This design comes from an exercise in tuning for small area and a short achievable clock period on the open sky130 flow, not from production work. Function was checked by simulation only, so behaviour that the tests miss may differ from the original.

==> 06-27 <==
Design conv3x3_unit, start of the top module:
module conv3x3_unit(clk, rst, in_valid, in0, in1, in2, in3, in4, in5, in6, in7, in8, out_valid, result);
  input clk;
  wire clk;
  input rst;
  wire rst;
  input in_valid;
  wire in_valid;
  input [31:0] in0;
  wire [31:0] in0;
  input [31:0] in1;
  wire [31:0] in1;
  input [31:0] in2;
  wire [31:0] in2;
  input [31:0] in3;
  wire [31:0] in3;
  input [31:0] in4;
  wire [31:0] in4;
  input [31:0] in5;
  wire [31:0] in5;
  input [31:0] in6;
  wire [31:0] in6;
  input [31:0] in7;
  wire [31:0] in7;
  input [31:0] in8;
  wire [31:0] in8;
  output out_valid;
  reg out_valid;
  output [31:0] result;
  reg [31:0] result;
  wire _0000_;
  wire _0001_;
  wire _0002_;
  wire _0003_;
  wire _0004_;
  wire [4:0] _0005_;
  wire [4:0] _0006_;
  wire [4:0] _0007_;
  wire [4:0] _0008_;
  wire [4:0] _0009_;
  wire [4:0] _0010_;
  wire [4:0] _0011_;
  wire [4:0] _0012_;
  wire [4:0] _0013_;
  wire [4:0] _0014_;
  wire [4:0] _0015_;
  wire [4:0] _0016_;
  wire [4:0] _0017_;
  wire [4:0] _0018_;
  wire [4:0] _0019_;
  wire [4:0] _0020_;
  wire [4:0] _0021_;
  wire [4:0] _0022_;
  wire [4:0] _0023_;
  wire [4:0] _0024_;
  wire [7:0] _0025_;
  wire _0026_;
  wire _0027_;
  wire _0028_;
  wire _0029_;
  wire _0030_;
  wire _0031_;
  wire _0032_;
  wire _0033_;
  wire _0034_;
  wire _0035_;
  wire _0036_;
  wire _0037_;
  wire [23:0] _0038_;
  wire _0039_;
  wire _0040_;
  wire _0041_;
  wire _0042_;
  wire _0043_;
  wire _0044_;
  wire _0045_;
  wire _0046_;
  wire _0047_;
  wire _0048_;
  wire _0049_;
  wire _0050_;
  wire _0051_;
  wire _0052_;
  wire _0053_;
  wire _0054_;
  wire _0055_;
  wire _0056_;
  wire _0057_;
  wire _0058_;
  wire _0059_;
  wire _0060_;
  wire _0061_;
  wire _0062_;
  wire _0063_;
  wire _0064_;
  wire _0065_;
  wire _0066_;
  wire _0067_;
  wire _0068_;
  wire _0069_;
  wire _0070_;
  wire _0071_;
  ...
export LEC_CHECK = 0
export ABC_AREA = 1
export CAP_MARGIN = 20
export CORE_MARGIN = 2
export CORE_UTILIZATION = 50
export CTS_CLUSTER_DIAMETER = 60
export CTS_CLUSTER_SIZE = 30
export PLACE_DENSITY = 0.65
export SLEW_MARGIN = 20
export SYNTH_HIERARCHICAL = 1
create_clock -name core_clock -period 125.0 [get_ports {clk}]
standard.sh (not shown) runs the stock make flow with config.mk's settings and CLKGATE_MAP_FILE= SYNTH_SCRIPT=/design/flow/synth_recipe.tcl, a recipe that flattens the netlist after the stock synthesis.
==> flow/flow/run.sh <==
#!/bin/bash
set -euo pipefail
PORTS="BUFFER_PORTS_ARGS=-buffer_cell sky130_fd_sc_hd__buf_1"
# CTS as standard (config.mk's cluster settings), without dummy loads
CTS="CTS_ARGS=-sink_clustering_enable -repair_clock_nets -dont_use_dummy_load -sink_clustering_size 30 -sink_clustering_max_diameter 60"
bash standard.sh "$PORTS" "$CTS" SETUP_SLACK_MARGIN=99.8 cts > flow_make_cts.log 2>&1
bash standard.sh "$PORTS" "$CTS" SETUP_SLACK_MARGIN=97 finish > flow_make_finish.log 2>&1
==> inputs of 08-21, as changes to 06-27 <==
==> flow/flow/run.sh (replaced) <==
#!/bin/bash
set -euo pipefail
F=$(cd "$(dirname "$0")" && pwd)
PORTS="BUFFER_PORTS_ARGS=-buffer_cell sky130_fd_sc_hd__buf_1"
# CTS as standard (config.mk's cluster settings), without dummy loads
CTS="CTS_ARGS=-sink_clustering_enable -repair_clock_nets -dont_use_dummy_load -sink_clustering_size 30 -sink_clustering_max_diameter 60"
bash standard.sh "$PORTS" "$CTS" synth > flow_make_synth.log 2>&1
R=orfs/results/${FLOW_PLATFORM:-sky130hd}/conv3x3_unit/base
cp $R/1_2_yosys.v $R/1_2_yosys_standard.v
LIB=$FLOW_HOME/platforms/${FLOW_PLATFORM:-sky130hd}/lib/sky130_fd_sc_hd__tt_025C_1v80.lib
bash "$F/reabc.sh" $R/1_2_yosys_standard.v $R/1_2_yosys.v "$LIB" "$(cat "$F/dont_use.txt")" reabc_yosys.log
rm -f $R/1_synth.odb $R/1_synth.sdc
bash standard.sh "$PORTS" "$CTS" SETUP_SLACK_MARGIN=99.8 cts > flow_make_cts.log 2>&1
bash standard.sh "$PORTS" "$CTS" SETUP_SLACK_MARGIN=97 finish > flow_make_finish.log 2>&1
==> flow/flow/dont_use.txt (new file) <==
sky130_fd_sc_hd__probe_p_8
sky130_fd_sc_hd__probec_p_8
sky130_fd_sc_hd__lpflow_bleeder_1
sky130_fd_sc_hd__lpflow_clkbufkapwr_1
sky130_fd_sc_hd__lpflow_clkbufkapwr_16
sky130_fd_sc_hd__lpflow_clkbufkapwr_2
sky130_fd_sc_hd__lpflow_clkbufkapwr_4
sky130_fd_sc_hd__lpflow_clkbufkapwr_8
sky130_fd_sc_hd__lpflow_clkinvkapwr_1
sky130_fd_sc_hd__lpflow_clkinvkapwr_16
sky130_fd_sc_hd__lpflow_clkinvkapwr_2
sky130_fd_sc_hd__lpflow_clkinvkapwr_4
sky130_fd_sc_hd__lpflow_clkinvkapwr_8
sky130_fd_sc_hd__lpflow_decapkapwr_12
sky130_fd_sc_hd__lpflow_decapkapwr_3
sky130_fd_sc_hd__lpflow_decapkapwr_4
sky130_fd_sc_hd__lpflow_decapkapwr_6
sky130_fd_sc_hd__lpflow_decapkapwr_8
sky130_fd_sc_hd__lpflow_inputiso0n_1
sky130_fd_sc_hd__lpflow_inputiso0p_1
sky130_fd_sc_hd__lpflow_inputiso1n_1
sky130_fd_sc_hd__lpflow_inputiso1p_1
sky130_fd_sc_hd__lpflow_inputisolatch_1
sky130_fd_sc_hd__lpflow_isobufsrc_1
sky130_fd_sc_hd__lpflow_isobufsrc_16
sky130_fd_sc_hd__lpflow_isobufsrc_2
sky130_fd_sc_hd__lpflow_isobufsrc_4
sky130_fd_sc_hd__lpflow_isobufsrc_8
sky130_fd_sc_hd__lpflow_isobufsrckapwr_16
sky130_fd_sc_hd__lpflow_lsbuf_lh_hl_isowell_tap_1
sky130_fd_sc_hd__lpflow_lsbuf_lh_hl_isowell_tap_2
sky130_fd_sc_hd__lpflow_lsbuf_lh_hl_isowell_tap_4
sky130_fd_sc_hd__lpflow_lsbuf_lh_isowell_4
sky130_fd_sc_hd__lpflow_lsbuf_lh_isowell_tap_1
sky130_fd_sc_hd__lpflow_lsbuf_lh_isowell_tap_2
sky130_fd_sc_hd__lpflow_lsbuf_lh_isowell_tap_4
==> flow/flow/reabc.script (new file) <==
strash
dch
map -D 23000
topo
buffer -c
upsize -D 23000
dnsize -D 23000
stime -c
==> flow/flow/reabc.sh (new file) <==
#!/bin/bash
# reabc.sh NETLIST_IN NETLIST_OUT LIB DONTUSE_LIST LOG
# Maps the combinational logic of a synthesized netlist again with ABC (reabc.script:
# area recovery with a delay target). Flip-flops, adder cells and ports stay as they
# are, and so does all logic in the input cone of the first stage's sum registers
# (s2_q), the pipeline's slowest stage, which keeps the standard synthesis's mapping.
set -euo pipefail
IN=$1; OUT=$2; LIB=$3; DU=$4; LOG=$5
D=$(cd "$(dirname "$0")" && pwd)
DUARGS=""
for c in $DU; do DUARGS="$DUARGS -dont_use $c"; done
TYPES=$(grep -o '^ *sky130_fd_sc_hd__[a-z0-9_]*' "$IN" | sort -u | grep -v 'dfxtp\|__fa_\|__ha_' || true)
{
  echo "read_liberty -ignore_miss_func $LIB"
  echo "read_verilog $IN"
  echo "hierarchy -top conv3x3_unit"
  echo "select -set keep c:s2_q* %ci*"
  for t in $TYPES; do echo "chtype -map $t ${t}__keep @keep"; done
  echo "setattr -mod -set keep_hierarchy 1 sky130_fd_sc_hd__fa_1 sky130_fd_sc_hd__ha_1 sky130_fd_sc_hd__dfxtp_1"
  echo "flatten"
  echo "blackbox sky130_fd_sc_hd__fa_1 sky130_fd_sc_hd__ha_1 sky130_fd_sc_hd__dfxtp_1"
  echo "opt_clean"
  echo "abc -liberty $LIB $DUARGS -script $D/reabc.script"
  echo "opt_clean -purge"
  for t in $TYPES; do echo "chtype -map ${t}__keep $t"; done
  echo "stat -liberty $LIB"
  echo "write_verilog -noattr -nohex -nodec -selected $OUT"
} > "$OUT.ys"
yosys -l "$LOG" -q "$OUT.ys" > /dev/null
==> summary.txt <==
	08-21	06-27
Number of global-route vias before repair	88900	89700
Min Hold Slack	0.249 ns	0.268 ns
Total die area	0.208 mm2	0.213 mm2
Die span in y	457 um	462 um
Fill cell instance count of the final layout	20200	20700
Maximum achievable frequency	0.0382 GHz	0.0382 GHz
Count of cells resized by post-cts repair	320	181
Clock insertion delay at the later pin of the skew report	0.76 ns	0.73 ns
Worst-case headroom to the max-slew limit	0.192	0.342
CP startpoint	result[31]	result[7]
Run status	complete, no violations	complete, no violations
Clock buffer count	85	86
Mean area per synthesized cell	7.30 um2	7.25 um2
Data arrival time at the worst-slack endpoint	1.16 ns	1.18 ns
Final nets	16500	16800
Met1 layer wirelength in the final routing	130000 um	132000 um
Design area	0.110 mm2	0.111 mm2
Worst Max-Slew Pin Slew	1.20 ns	0.980 ns

[re-timing with driven ports]
Ports are ideal in the flow. The routed layouts listed here were re-timed in OpenROAD.
Step 1 sets driving cells, clkbuf_16 on the clock port and buf_2 on the other inputs (assumed; they add their load-dependent delay and slew).
Step 2 times the ports against the registers' clock, not the clock port: input delays grow and output delays shrink by t, the midpoint of the rising clock arrivals with the driver on.
Slacks: ideal / step 1 / step 2; pairs: ideal / step 1.
run | t, ns | setup slack, ns | hold WS [ns] | pins driven straight from the clock port
06-27 | 0.798 | 98.820 / 98.728 / 99.280 | 0.268 / 0.268 / 0.268 | 1
08-21 | 0.810 | 98.835 / 98.741 / 99.403 | 0.249 / 0.249 / 0.249 | 1
After both steps every run listed still meets setup and hold.
